This is an optimization exercise on Yosys and OpenROAD, whose aim is small area and a short achievable clock period, not a production implementation. In this exercise RTL edits were held to simulation tests only and were not proved equivalent to the original. Power is estimated from default activity; no workload was simulated.

--- design/flow/config.mk ---
export PLATFORM = sky130hd
export DESIGN_NAME = router
export DESIGN_NICKNAME = router
export VERILOG_FILES = /design/flow/design.v
export SDC_FILE = /design/flow/constraint.sdc
export NUM_CORES = 4
export LEC_CHECK = 0
export CAP_MARGIN = 20
export CORE_MARGIN = 2
export CORE_UTILIZATION = 45
export PLACE_DENSITY = 0.6
export SLEW_MARGIN = 20
--- design/flow/constraint.sdc ---
create_clock -name core_clock -period 7.5 [get_ports {clk_i}]
set_input_delay 1.5000 -clock core_clock [delete_from_list [all_inputs] [get_ports {clk_i}]]
set_output_delay 1.5000 -clock core_clock [all_outputs]
set_load 0.01 [all_outputs]
--- design/flow/design.v ---
module stream_fifo #(
    parameter DATA_WIDTH = 32,
    parameter FIFO_LEN = 16
) (
    input logic ACLK,
    input logic ARESETn,
    input logic [DATA_WIDTH-1:0] data_i,
    input logic valid_i,
    output logic ready_o,
    output logic [DATA_WIDTH-1:0]  data_o,
    output logic valid_o,
    input logic ready_i
);
    localparam ADDR_WIDTH = $clog2(FIFO_LEN);
    logic [DATA_WIDTH-1:0] fifo_mem [FIFO_LEN];
    logic [ADDR_WIDTH-1:0] read_ptr, read_ptr_reg;
    logic [ADDR_WIDTH-1:0] write_ptr;
    logic [ADDR_WIDTH:0] count;
    assign data_o = fifo_mem[read_ptr];
    assign valid_o = (count > 0);
    assign ready_o = !(count == FIFO_LEN);
    always_ff @(posedge ACLK or negedge ARESETn) begin
        if (!ARESETn) begin
            read_ptr <= 0;
            write_ptr <= 0;
            count <= 0;
        end
        else begin
            if (valid_i && ready_o) begin
                write_ptr <= (write_ptr == (FIFO_LEN - 1)) ? 0 : write_ptr + 1;
            end
            if (valid_o && ready_i) begin
                read_ptr <= (read_ptr == (FIFO_LEN - 1)) ? 0 : read_ptr + 1;
            end
            if (valid_i && ready_o && !(valid_o && ready_i)) begin
                count <= count + 1;
            end
            else if (!(valid_i && ready_o) && (valid_o && ready_i)) begin
                count <= count - 1;
            end
        end
    end
    always @(posedge ACLK) begin
        if (valid_i && ready_o) begin
            fifo_mem[write_ptr] <= data_i;
        end
    end
endmodule
module algorithm_selector_XY #(
    parameter MAX_ROUTERS_X = 4,
    parameter MAX_ROUTERS_X_WIDTH
    = $clog2(MAX_ROUTERS_X),
    parameter MAX_ROUTERS_Y = 4,
    parameter MAX_ROUTERS_Y_WIDTH
    = $clog2(MAX_ROUTERS_Y),
    parameter ROUTER_X = 0,
    parameter ROUTER_Y = 0,
    parameter CHANNEL_NUMBER = 5
) (
    input  logic [MAX_ROUTERS_X_WIDTH-1:0] target_x_i,
    input  logic [MAX_ROUTERS_Y_WIDTH-1:0] target_y_i,
    output logic [CHANNEL_NUMBER-1:0]      selector_o
);
    assign selector_o[0] = ((target_x_i == ROUTER_X) && (target_y_i == ROUTER_Y));
    assign selector_o[1] = (target_y_i < ROUTER_Y);
    assign selector_o[2] = (target_x_i > ROUTER_X);
    assign selector_o[3] = (target_y_i > ROUTER_Y);
    assign selector_o[4] = (target_x_i < ROUTER_X);
endmodule
module arbiter #(
    parameter AXIS_DATA_WIDTH = 40,
    parameter ID_WIDTH = 4,
    parameter CHANNEL_NUMBER = 5,
    parameter CHANNEL_NUMBER_WIDTH
    = $clog2(CHANNEL_NUMBER),
    parameter MAX_ROUTERS_X = 4,
    parameter MAX_ROUTERS_X_WIDTH
    = $clog2(MAX_ROUTERS_X),
    parameter MAX_ROUTERS_Y = 4,
    parameter MAX_ROUTERS_Y_WIDTH
    = $clog2(MAX_ROUTERS_Y),
    parameter FLIT_WIDTH = AXIS_DATA_WIDTH + 2*(AXIS_DATA_WIDTH/8) + 1 + ID_WIDTH
) (
    input clk_i, rst_n_i,
    input  logic [CHANNEL_NUMBER*FLIT_WIDTH-1:0] in_data_i,
    input  logic [CHANNEL_NUMBER-1:0]            in_valid_i,
    output logic [CHANNEL_NUMBER-1:0]            in_ready_o,
    output logic [FLIT_WIDTH-1:0]                out_data_o,
    output logic                                 out_valid_o,
    input  logic                                 out_ready_i,
    output logic [CHANNEL_NUMBER_WIDTH-1:0] current_grant_o,
    output logic [MAX_ROUTERS_X_WIDTH-1:0] target_x_o,
    output logic [MAX_ROUTERS_Y_WIDTH-1:0] target_y_o
);
    localparam [ID_WIDTH-1:0] ROUTING_HEADER = '0;
    logic [MAX_ROUTERS_X_WIDTH-1:0] target_x_reg [CHANNEL_NUMBER];
    logic [MAX_ROUTERS_Y_WIDTH-1:0] target_y_reg [CHANNEL_NUMBER];
    logic [CHANNEL_NUMBER_WIDTH-1:0] next_grant;
    logic [CHANNEL_NUMBER_WIDTH-1:0] increment;
    logic [CHANNEL_NUMBER-1:0] valid_i;
    logic [CHANNEL_NUMBER*2 - 1:0] shifted_valid_i;
    logic [7:0] packages_left [CHANNEL_NUMBER];
    logic [ID_WIDTH-1:0] out_tid;
    logic [AXIS_DATA_WIDTH-1:0] out_tdata;
    logic out_is_header;
    assign out_tid   = out_data_o[ID_WIDTH-1:0];
    assign out_tdata = out_data_o[FLIT_WIDTH-1 -: AXIS_DATA_WIDTH];
    assign out_is_header = out_valid_o && (out_tid == ROUTING_HEADER);
    assign target_x_o = out_is_header ?
                        out_tdata[
                            MAX_ROUTERS_X_WIDTH+MAX_ROUTERS_Y_WIDTH-1:
                            MAX_ROUTERS_X_WIDTH
                        ] : target_x_reg[current_grant_o];
    assign target_y_o = out_is_header ?
                        out_tdata[
                            MAX_ROUTERS_X_WIDTH-1:0
                        ] : target_y_reg[current_grant_o];
    assign valid_i = in_valid_i;
    assign shifted_valid_i = {valid_i, valid_i} >> current_grant_o;
    always_ff @(posedge clk_i or negedge rst_n_i) begin
        if (!rst_n_i) begin
            current_grant_o <= '0;
            for (int i = 0; i < CHANNEL_NUMBER; i++) begin
                packages_left[i] <= '0;
                target_x_reg[i]  <= '0;
                target_y_reg[i]  <= '0;
            end
        end
        else begin
            if (out_is_header) begin
                packages_left[current_grant_o] <= out_tdata[
                    (MAX_ROUTERS_X_WIDTH+MAX_ROUTERS_Y_WIDTH) * 2
                    +8-1:
                    (MAX_ROUTERS_X_WIDTH+MAX_ROUTERS_Y_WIDTH) * 2
                ];
                target_y_reg[current_grant_o] <= out_tdata[
                    MAX_ROUTERS_X_WIDTH-1:0
                ];
                target_x_reg[current_grant_o] <= out_tdata[
                    MAX_ROUTERS_X_WIDTH+MAX_ROUTERS_Y_WIDTH-1:
                    MAX_ROUTERS_X_WIDTH
                ];
            end
            else begin
                packages_left[current_grant_o] <= packages_left[current_grant_o] - {7'd0, (in_ready_o[current_grant_o] & out_valid_o)};
            end
            if (!in_ready_o[current_grant_o] || !out_valid_o || (packages_left[current_grant_o] == 1 && out_valid_o && in_ready_o[current_grant_o])) begin
                current_grant_o <= next_grant;
            end
        end
    end
    always_comb begin
        next_grant = current_grant_o;
        increment = 0;
        for (int i = CHANNEL_NUMBER-1; i > 0; i--) begin
            if (shifted_valid_i[i]) begin
                increment = i;
            end
        end
        next_grant = ({29'd0, next_grant} + {29'd0, increment}) >= CHANNEL_NUMBER ?
        (next_grant + increment - CHANNEL_NUMBER):
        (next_grant + increment);
    end
    always_comb begin
        in_ready_o = '0;
        out_data_o  = in_data_i[current_grant_o*FLIT_WIDTH +: FLIT_WIDTH];
        out_valid_o = in_valid_i[current_grant_o];
        in_ready_o[current_grant_o] = out_ready_i;
    end
endmodule
module algorithm #(
    parameter AXIS_DATA_WIDTH = 40,
    parameter ID_WIDTH = 4,
    parameter CHANNEL_NUMBER = 5,
    parameter CHANNEL_NUMBER_WIDTH
    = $clog2(CHANNEL_NUMBER),
    parameter MAX_ROUTERS_X = 4,
    parameter MAX_ROUTERS_X_WIDTH
    = $clog2(MAX_ROUTERS_X),
    parameter MAX_ROUTERS_Y = 4,
    parameter MAX_ROUTERS_Y_WIDTH
    = $clog2(MAX_ROUTERS_Y),
    parameter ROUTER_X = 0,
    parameter ROUTER_Y = 0,
    parameter FLIT_WIDTH = AXIS_DATA_WIDTH + 2*(AXIS_DATA_WIDTH/8) + 1 + ID_WIDTH
) (
    input clk_i, rst_n_i,
    input  logic [FLIT_WIDTH-1:0]                in_data_i,
    input  logic                                 in_valid_i,
    output logic                                 in_ready_o,
    output logic [CHANNEL_NUMBER*FLIT_WIDTH-1:0] out_data_o,
    output logic [CHANNEL_NUMBER-1:0]            out_valid_o,
    input  logic [CHANNEL_NUMBER-1:0]            out_ready_i,
    input logic [MAX_ROUTERS_X_WIDTH-1:0] target_x_i,
    input logic [MAX_ROUTERS_Y_WIDTH-1:0] target_y_i
);
    localparam [ID_WIDTH-1:0] ROUTING_HEADER = '0;
    logic [CHANNEL_NUMBER_WIDTH-1:0] ctrl;
    logic [CHANNEL_NUMBER-1:0] selector;
    logic [CHANNEL_NUMBER-1:0] busy;
    logic [CHANNEL_NUMBER-1:0] busy_next;
    logic in_is_header;
    logic in_tlast;
    logic pass;
    assign in_is_header = (in_data_i[ID_WIDTH-1:0] == ROUTING_HEADER);
    assign in_tlast     = in_data_i[ID_WIDTH];
    algorithm_selector_XY #(
       .MAX_ROUTERS_X(MAX_ROUTERS_X),
       .MAX_ROUTERS_Y(MAX_ROUTERS_Y),
       .ROUTER_X(ROUTER_X),
       .ROUTER_Y(ROUTER_Y),
       .CHANNEL_NUMBER(CHANNEL_NUMBER)
    ) algorithm_selector (
        .target_x_i(target_x_i),
        .target_y_i(target_y_i),
        .selector_o(selector)
    );
    always_comb begin
        ctrl = '0;
        for (int i = 0; i < CHANNEL_NUMBER; i++) begin
            if(selector[CHANNEL_NUMBER - 1 - i]) begin
                ctrl = CHANNEL_NUMBER - 1 - i;
            end
        end
    end
    assign pass = !in_is_header || !busy[ctrl];
    always_comb begin
        out_data_o  = '0;
        out_valid_o = '0;
        in_ready_o  = pass ? out_ready_i[ctrl] : 1'b0;
        out_data_o[ctrl*FLIT_WIDTH +: FLIT_WIDTH] = pass ? in_data_i : '0;
        out_valid_o[ctrl] = pass ? in_valid_i : 1'b0;
    end
    always_ff @(posedge clk_i or negedge rst_n_i) begin
        if(!rst_n_i) begin
            busy <= '0;
        end else begin
            busy <= busy_next;
        end
    end
    always_comb begin
        busy_next = busy;
        if (in_valid_i && in_is_header) begin
            busy_next[ctrl] = out_ready_i[ctrl] ? 1'b1 : busy[ctrl];
        end
        else if (in_valid_i) begin
            if (in_tlast && out_ready_i[ctrl]) begin
                busy_next[ctrl] = 1'b0;
            end
        end
    end
endmodule
module router #(
    parameter AXIS_DATA_WIDTH = 40,
    parameter ID_WIDTH = 4,
    parameter CHANNEL_NUMBER = 5,
    parameter BUFFER_LENGTH = 8,
    parameter MAX_ROUTERS_X = 4,
    parameter MAX_ROUTERS_X_WIDTH
    = $clog2(MAX_ROUTERS_X),
    parameter MAX_ROUTERS_Y = 4,
    parameter MAX_ROUTERS_Y_WIDTH
    = $clog2(MAX_ROUTERS_Y),
    parameter ROUTER_X = 1,
    parameter ROUTER_Y = 2,
    parameter STRB_WIDTH = AXIS_DATA_WIDTH/8
)(
    input  clk_i, rst_n_i,
    input  logic [CHANNEL_NUMBER*AXIS_DATA_WIDTH-1:0] in_tdata_i,
    input  logic [CHANNEL_NUMBER*STRB_WIDTH-1:0]      in_tstrb_i,
    input  logic [CHANNEL_NUMBER*STRB_WIDTH-1:0]      in_tkeep_i,
    input  logic [CHANNEL_NUMBER-1:0]                 in_tlast_i,
    input  logic [CHANNEL_NUMBER*ID_WIDTH-1:0]        in_tid_i,
    input  logic [CHANNEL_NUMBER-1:0]                 in_tvalid_i,
    output logic [CHANNEL_NUMBER-1:0]                 in_tready_o,
    output logic [CHANNEL_NUMBER*AXIS_DATA_WIDTH-1:0] out_tdata_o,
    output logic [CHANNEL_NUMBER*STRB_WIDTH-1:0]      out_tstrb_o,
    output logic [CHANNEL_NUMBER*STRB_WIDTH-1:0]      out_tkeep_o,
    output logic [CHANNEL_NUMBER-1:0]                 out_tlast_o,
    output logic [CHANNEL_NUMBER*ID_WIDTH-1:0]        out_tid_o,
    output logic [CHANNEL_NUMBER-1:0]                 out_tvalid_o,
    input  logic [CHANNEL_NUMBER-1:0]                 out_tready_i
);
    localparam FLIT_WIDTH = AXIS_DATA_WIDTH + 2*STRB_WIDTH + 1 + ID_WIDTH;
    logic [CHANNEL_NUMBER*FLIT_WIDTH-1:0] in_flit;
    logic [CHANNEL_NUMBER*FLIT_WIDTH-1:0] queue_o_data;
    logic [CHANNEL_NUMBER-1:0]            queue_o_valid;
    logic [CHANNEL_NUMBER-1:0]            queue_o_ready;
    logic [FLIT_WIDTH-1:0] arbiter_o_data;
    logic                  arbiter_o_valid;
    logic                  arbiter_o_ready;
    logic [CHANNEL_NUMBER*FLIT_WIDTH-1:0] out_flit;
    logic [MAX_ROUTERS_X_WIDTH-1:0] target_x;
    logic [MAX_ROUTERS_Y_WIDTH-1:0] target_y;
    generate
        genvar i;
        for (i = 0; i < CHANNEL_NUMBER; i++) begin : gen_fifos
            assign in_flit[i*FLIT_WIDTH +: FLIT_WIDTH] = {
                in_tdata_i[i*AXIS_DATA_WIDTH +: AXIS_DATA_WIDTH],
                in_tstrb_i[i*STRB_WIDTH +: STRB_WIDTH],
                in_tkeep_i[i*STRB_WIDTH +: STRB_WIDTH],
                in_tlast_i[i],
                in_tid_i[i*ID_WIDTH +: ID_WIDTH]
            };
            assign {
                out_tdata_o[i*AXIS_DATA_WIDTH +: AXIS_DATA_WIDTH],
                out_tstrb_o[i*STRB_WIDTH +: STRB_WIDTH],
                out_tkeep_o[i*STRB_WIDTH +: STRB_WIDTH],
                out_tlast_o[i],
                out_tid_o[i*ID_WIDTH +: ID_WIDTH]
            } = out_flit[i*FLIT_WIDTH +: FLIT_WIDTH];
            stream_fifo #(
                .DATA_WIDTH(FLIT_WIDTH),
                .FIFO_LEN(BUFFER_LENGTH)
            ) q (
                .ACLK(clk_i),
                .ARESETn(rst_n_i),
                .data_i(in_flit[i*FLIT_WIDTH +: FLIT_WIDTH]),
                .valid_i(in_tvalid_i[i]),
                .ready_o(in_tready_o[i]),
                .data_o(queue_o_data[i*FLIT_WIDTH +: FLIT_WIDTH]),
                .valid_o(queue_o_valid[i]),
                .ready_i(queue_o_ready[i])
            );
        end
    endgenerate
    arbiter #(
        .AXIS_DATA_WIDTH(AXIS_DATA_WIDTH),
        .ID_WIDTH(ID_WIDTH),
        .CHANNEL_NUMBER(CHANNEL_NUMBER),
        .MAX_ROUTERS_X(MAX_ROUTERS_X),
        .MAX_ROUTERS_Y(MAX_ROUTERS_Y)
    ) arb (
        .clk_i(clk_i), .rst_n_i(rst_n_i),
        .in_data_i(queue_o_data),
        .in_valid_i(queue_o_valid),
        .in_ready_o(queue_o_ready),
        .out_data_o(arbiter_o_data),
        .out_valid_o(arbiter_o_valid),
        .out_ready_i(arbiter_o_ready),
        .current_grant_o(),
        .target_x_o(target_x),
        .target_y_o(target_y)
    );
    algorithm #(
        .AXIS_DATA_WIDTH(AXIS_DATA_WIDTH),
        .ID_WIDTH(ID_WIDTH),
        .CHANNEL_NUMBER(CHANNEL_NUMBER),
        .MAX_ROUTERS_X(MAX_ROUTERS_X),
        .MAX_ROUTERS_Y(MAX_ROUTERS_Y),
        .ROUTER_X(ROUTER_X),
        .ROUTER_Y(ROUTER_Y)
    ) alg (
        .clk_i(clk_i), .rst_n_i(rst_n_i),
        .in_data_i(arbiter_o_data),
        .in_valid_i(arbiter_o_valid),
        .in_ready_o(arbiter_o_ready),
        .out_data_o(out_flit),
        .out_valid_o(out_tvalid_o),
        .out_ready_i(out_tready_i),
        .target_x_i(target_x),
        .target_y_i(target_y)
    );
endmodule
--- design/flow/run.sh ---
#!/bin/bash
# synth_recipe.tcl (not shown) runs the flow's synth.tcl, then flattens the netlist and writes it again
# the make line also repeats each setting of config.mk as NAME=value (left out here)
make -C /OpenROAD-flow-scripts/flow DESIGN_CONFIG=/design/flow/config.mk WORK_HOME=/design/flow/orfs CLKGATE_MAP_FILE= SYNTH_SCRIPT=/design/flow/synth_recipe.tcl finish
==> results.txt <==
[power groups by stage]
stage / Sequential, uW / Combinational, uW / Clock, uW
2_1_floorplan: 17200 / 11200 / 0
3_3_place_gp: 17500 / 20000 / 0
3_5_place_dp: 17600 / 20100 / 0
4_1_cts: 17200 / 20800 / 11800
5_1_grt: 17300 / 21900 / 12300
6_report: 17100 / 20900 / 11600
[cell usage in the layout (no fill, tap or decap), types with 62 or more instances in the layout]
cell type	count
sky130_fd_sc_hd__edfxtp_1	2200
sky130_fd_sc_hd__clkdlybuf4s50_1	570
sky130_fd_sc_hd__mux4_2	563
sky130_fd_sc_hd__nor2_1	324
sky130_fd_sc_hd__mux2i_1	301
sky130_fd_sc_hd__clkbuf_16	230
sky130_fd_sc_hd__buf_4	174
sky130_fd_sc_hd__nand2_1	160
sky130_fd_sc_hd__dfrtp_1	100
sky130_fd_sc_hd__clkinv_1	66
sky130_fd_sc_hd__o22ai_1	62
[metal layers]
metal,GRT usage (%),up-vias
met5,0,-
met2,40.5,1739
met3,5.06,451
li1,-,20260
met1,30.7,25044
met4,7.85,48
[cells by family after synthesis]
family                   count (synthesis)  share of synthesized area (%)
AND/OR/NAND/NOR                        690                           3.39
adder cells (fa/ha/maj)                 57                          0.820
multiplexers                           925                           17.7
XOR/XNOR                                29                          0.275
buffers and inverters                  289                           1.30
AO/OA/AOI/OAI                          273                           1.89
flip-flops                            2318                           74.6
[final cells by class]
type                       instances  area (um2)  area share, %
sequential                      2318       69100           62.4
inverter                          41         154          0.139
clock inverter                   159        1700           1.53
tap                             2688        3360           3.04
multi-input combinational       1977       22800           20.6
timing repair buffer             773        7530           6.81
clock buffer                     272        5930           5.36
antenna                           18        45.0         0.0407
[critical path: stages (launching register included)]
cell                              delay [ps]
sky130_fd_sc_hd__dfrtp_4                 490
sky130_fd_sc_hd__buf_2                   220
sky130_fd_sc_hd__buf_4                   160
sky130_fd_sc_hd__mux4_2                  510
sky130_fd_sc_hd__o22ai_1                 400
sky130_fd_sc_hd__a311oi_2                 90
sky130_fd_sc_hd__a31o_2                  280
sky130_fd_sc_hd__inv_1                    80
sky130_fd_sc_hd__buf_4                   150
sky130_fd_sc_hd__nor2_1                   60
sky130_fd_sc_hd__mux2i_2                 270
sky130_fd_sc_hd__ha_1                    320
sky130_fd_sc_hd__mux2_4                  390
sky130_fd_sc_hd__or3_2                   450
sky130_fd_sc_hd__buf_8                   220
sky130_fd_sc_hd__nor2_4                  270
sky130_fd_sc_hd__clkdlybuf4s50_1         580
[per-stage QoR]
stage                     utilization [%]  hold WS (ps)
after floorplan                         -           449
after global placement               50.0           463
after detailed placement             50.0           470
after CTS                            54.0           480
after global routing                 54.1           510
final                                54.1           479
[worst max path at each step]
| stage | from | to | slack (ps) | cells after the start |
|---|---|---|---|---|
| final | gen_fifos[0].q.read_ptr[0]$_DFFE_PN0P_ | out_tdata_o[98] | 70 | 16 |
| after detailed placement | gen_fifos[4].q.read_ptr[1]$_DFFE_PN0P_ | out_tdata_o[98] | 100 | 15 |
| after global routing | gen_fifos[4].q.read_ptr[1]$_DFFE_PN0P_ | out_tdata_o[98] | -50 | 15 |
| after floorplan | in_tvalid_i[4] | gen_fifos[4].q.fifo_mem[0][0]$_DFFE_PP_ | 20 | 2 |
| after CTS | gen_fifos[0].q.read_ptr[0]$_DFFE_PN0P_ | out_tdata_o[98] | 5 | 17 |
| after global placement | gen_fifos[4].q.read_ptr[1]$_DFFE_PN0P_ | out_tdata_o[98] | 170 | 15 |
[cells in the mapped netlist (20+ instances only)]
cell | count | area share [%]
sky130_fd_sc_hd__edfxtp_1 | 2200 | 71
sky130_fd_sc_hd__mux4_2 | 563 | 14
sky130_fd_sc_hd__nor2_1 | 345 | 1.4
sky130_fd_sc_hd__mux2i_1 | 311 | 3.4
sky130_fd_sc_hd__nand2_1 | 162 | 0.66
sky130_fd_sc_hd__clkbuf_1 | 134 | 0.54
sky130_fd_sc_hd__dfrtp_1 | 118 | 3.2
sky130_fd_sc_hd__buf_1 | 69 | 0.28
sky130_fd_sc_hd__o22ai_1 | 62 | 0.42
sky130_fd_sc_hd__a21oi_1 | 57 | 0.31
sky130_fd_sc_hd__o21ai_0 | 54 | 0.29
sky130_fd_sc_hd__ha_1 | 51 | 0.69
sky130_fd_sc_hd__mux2_2 | 48 | 0.58
sky130_fd_sc_hd__inv_1 | 38 | 0.15
sky130_fd_sc_hd__nor3_1 | 36 | 0.19
sky130_fd_sc_hd__buf_2 | 30 | 0.16
sky130_fd_sc_hd__a22oi_1 | 23 | 0.19
sky130_fd_sc_hd__nand2b_1 | 23 | 0.16
sky130_fd_sc_hd__nor2b_1 | 22 | 0.15
sky130_fd_sc_hd__nand3_1 | 20 | 0.11
[repair_timing]
action / CTS / global route
setup endpoints to repair: 280 / 255
cloned: 4 / 0
resized for setup: 42 / 26
setup buffers: 24 / 21
hold buffers: 0 / 0
pin swaps: 5 / 4
==> impl_metrics.sql <==
INSERT INTO impl_metrics (metric_group, metric, value, unit) VALUES
('route', 'detail_route.first_pass.iterations', '6', ''),
('worst_hold_path', 'worstHoldPathType', 'reg -> reg', ''),
('yosys', 'post_synth_num_cell_types', '77', ''),
('place', 'placedInstanceArea', '0.102', 'mm2'),
('yosys', 'synth.net_count', '4925', ''),
('grt', 'pin_count_of_the_biggest_net_entering_global_routing', '97', ''),
('pwr', 'sequentialPowerShare', '34.6', '%'),
('sta', 'unrepaired_setup_endpoints_after_global_routing', 'yes', ''),
('yosys', 'synth_area_per_cell', '20.2', 'um2'),
('sta', 'postLayoutSetupSlackWorst', '71.4', 'ps'),
('route', 'detailroute.wirelength.met2', '128', 'mm'),
('setup_path', 'reg2reg_setup_slack', '1480', 'ps'),
('pwr', 'power', '49600', 'uW'),
('route', 'routedWlPerCell', '30.6', 'um'),
('finish', 'area.growth.synth_to_final', '19.6', '%'),
('worst_hold_path', 'worstHoldPathCells', '1', ''),
('pwr', 'power.share.switching', '36.6', '%'),
('worst_hold_path', 'worst_hold_startpoint', 'gen_fifos[1].q.count[3]$_DFFE_PN0P_', ''),
('route', 'vias', '47542', ''),
('setup_path', 'worstReg2RegStart', 'gen_fifos[0].q.read_ptr[0]$_DFFE_PN0P_', ''),
('floorplanning', 'die_area', '0.209', 'mm2'),
('outcome', 'result_of_the_run', 'finished clean', ''),
('floorplanning', 'fp.dieW', '457', 'um'),
('pwr', 'p_per_area', '448', 'mW/mm2'),
('clock_tree', 'tritoncts', 'done', ''),
('finish', 'top_register', 'gen_fifos.q.fifo_mem', ''),
('yosys', 'ys_async_sr_fraction', '5.09', '%'),
('yosys', 'synth.ff_latch_count', '2318', ''),
('sta', 'final-hold-violation-count', '0', ''),
('route', 'drc', '0', ''),
('yosys', 'yosysSeqAreaShare', '74.6', '%'),
('clock_tree', 'cts-buffers-inserted', '230', ''),
('sta', 'final.min_clock_period', '7430', 'ps'),
('place', 'gpl.final_weighted_congestion', '0.877', ''),
('place', 'placement.io_buffers', '571', ''),
('finish', 'post_route_cells_drive_above_1_share', '23.1', '%'),
('sta', 'tightest_slew', '1110', 'ps'),
('yosys', 'synthesis.instances', '4581', ''),
('yosys', 'mappedNetlistArea', '0.0925', 'mm2'),
('floorplanning', 'placement_rows', '166', ''),
('place', 'dpl.cell_count', '7748', ''),
('sta', 'fin_worst_skew', '80.3', 'ps'),
('grt', 'grt_antenna_before_repair', '88', ''),
('route', 'finalWirelength', '252', 'mm'),
('setup_path', 'arrival', '5930', 'ps'),
('setup_path', 'timing.critical_path.required', '6000', 'ps'),
('pwr', 'peakVddDrop', '0.000522', 'V'),
('setup_path', 'setup.worst_path.end_class', 'primary output', ''),
('finish', 'postLayoutCellArea', '0.111', 'mm2'),
('sta', 'clock.fmax', '135', 'MHz'),
('place', 'pre_cts_slack', '98.3', 'ps'),
('pwr', 'netSwitchingPower', '18100', 'uW'),
('setup_path', 'type_of_origin_of_the_critical_path', 'flip-flop', ''),
('grt', 'first_global_vias', '46722', ''),
('pwr', 'power.leakage', '0.0358', 'uW'),
('pwr', 'share_comb_of_total_power', '42.1', '%'),
('route', 'metal1_wirelength', '98.0', 'mm'),
('sta', 'period_share', '99.0', '%'),
('finish', 'largest_registers', 'gen_fifos.q.fifo_mem (2200), arb.packages_left (40), gen_fifos.q.count (20)', ''),
('place', 'dpl.hpwl', '160', 'mm'),
('floorplanning', 'die-height', '457', 'um'),
('grt', 'overflow', '0', ''),
('grt', 'wire_length_of_the_first_global_routing_pass', '353', 'mm'),
('clock_tree', 'clk_pin_slew_worst_paths', '60', 'ps'),
('yosys', 'synth-warning-count', '6', ''),
('clock_tree', 'tritoncts_num_sinks', '2318', ''),
('floorplanning', 'io_pins', '572', ''),
('finish', 'layout.nets', '5685', ''),
('route', 'top_layer_used', 'met5', ''),
('worst_hold_path', 'min_to', 'gen_fifos[1].q.count[3]$_DFFE_PN0P_', ''),
('clock_tree', 'ctsHtreeMaxLevel', '4', '');

-- separate check: timing with driven ports --
The flow's constraints put no driver on any port. The routed layout listed below was extracted and timed again, unchanged, in two steps.
Step 1: set_driving_cell puts a clkbuf_16 on clk_i and a buf_2 on each other input, an assumption about the parent block.
Step 2 also shifts input and output timing later by t, the mid clock arrival at the registers, as if the neighbouring blocks saw the same clock.
Slacks: no drivers / after step 1 / after step 2; pairs: no drivers / after step 1.
t, ns: 0.957
setup WS [ns]: 0.071 / -0.023 / 0.934
hold WS [ns]: 0.479 / 0.479 / 0.479
worst slew at a driven data input, ns: 0.22
After both steps this run still meets setup and hold. For this run, drivers alone change the setup slack by -0.094 ns; drivers and shift together by +0.863 ns.
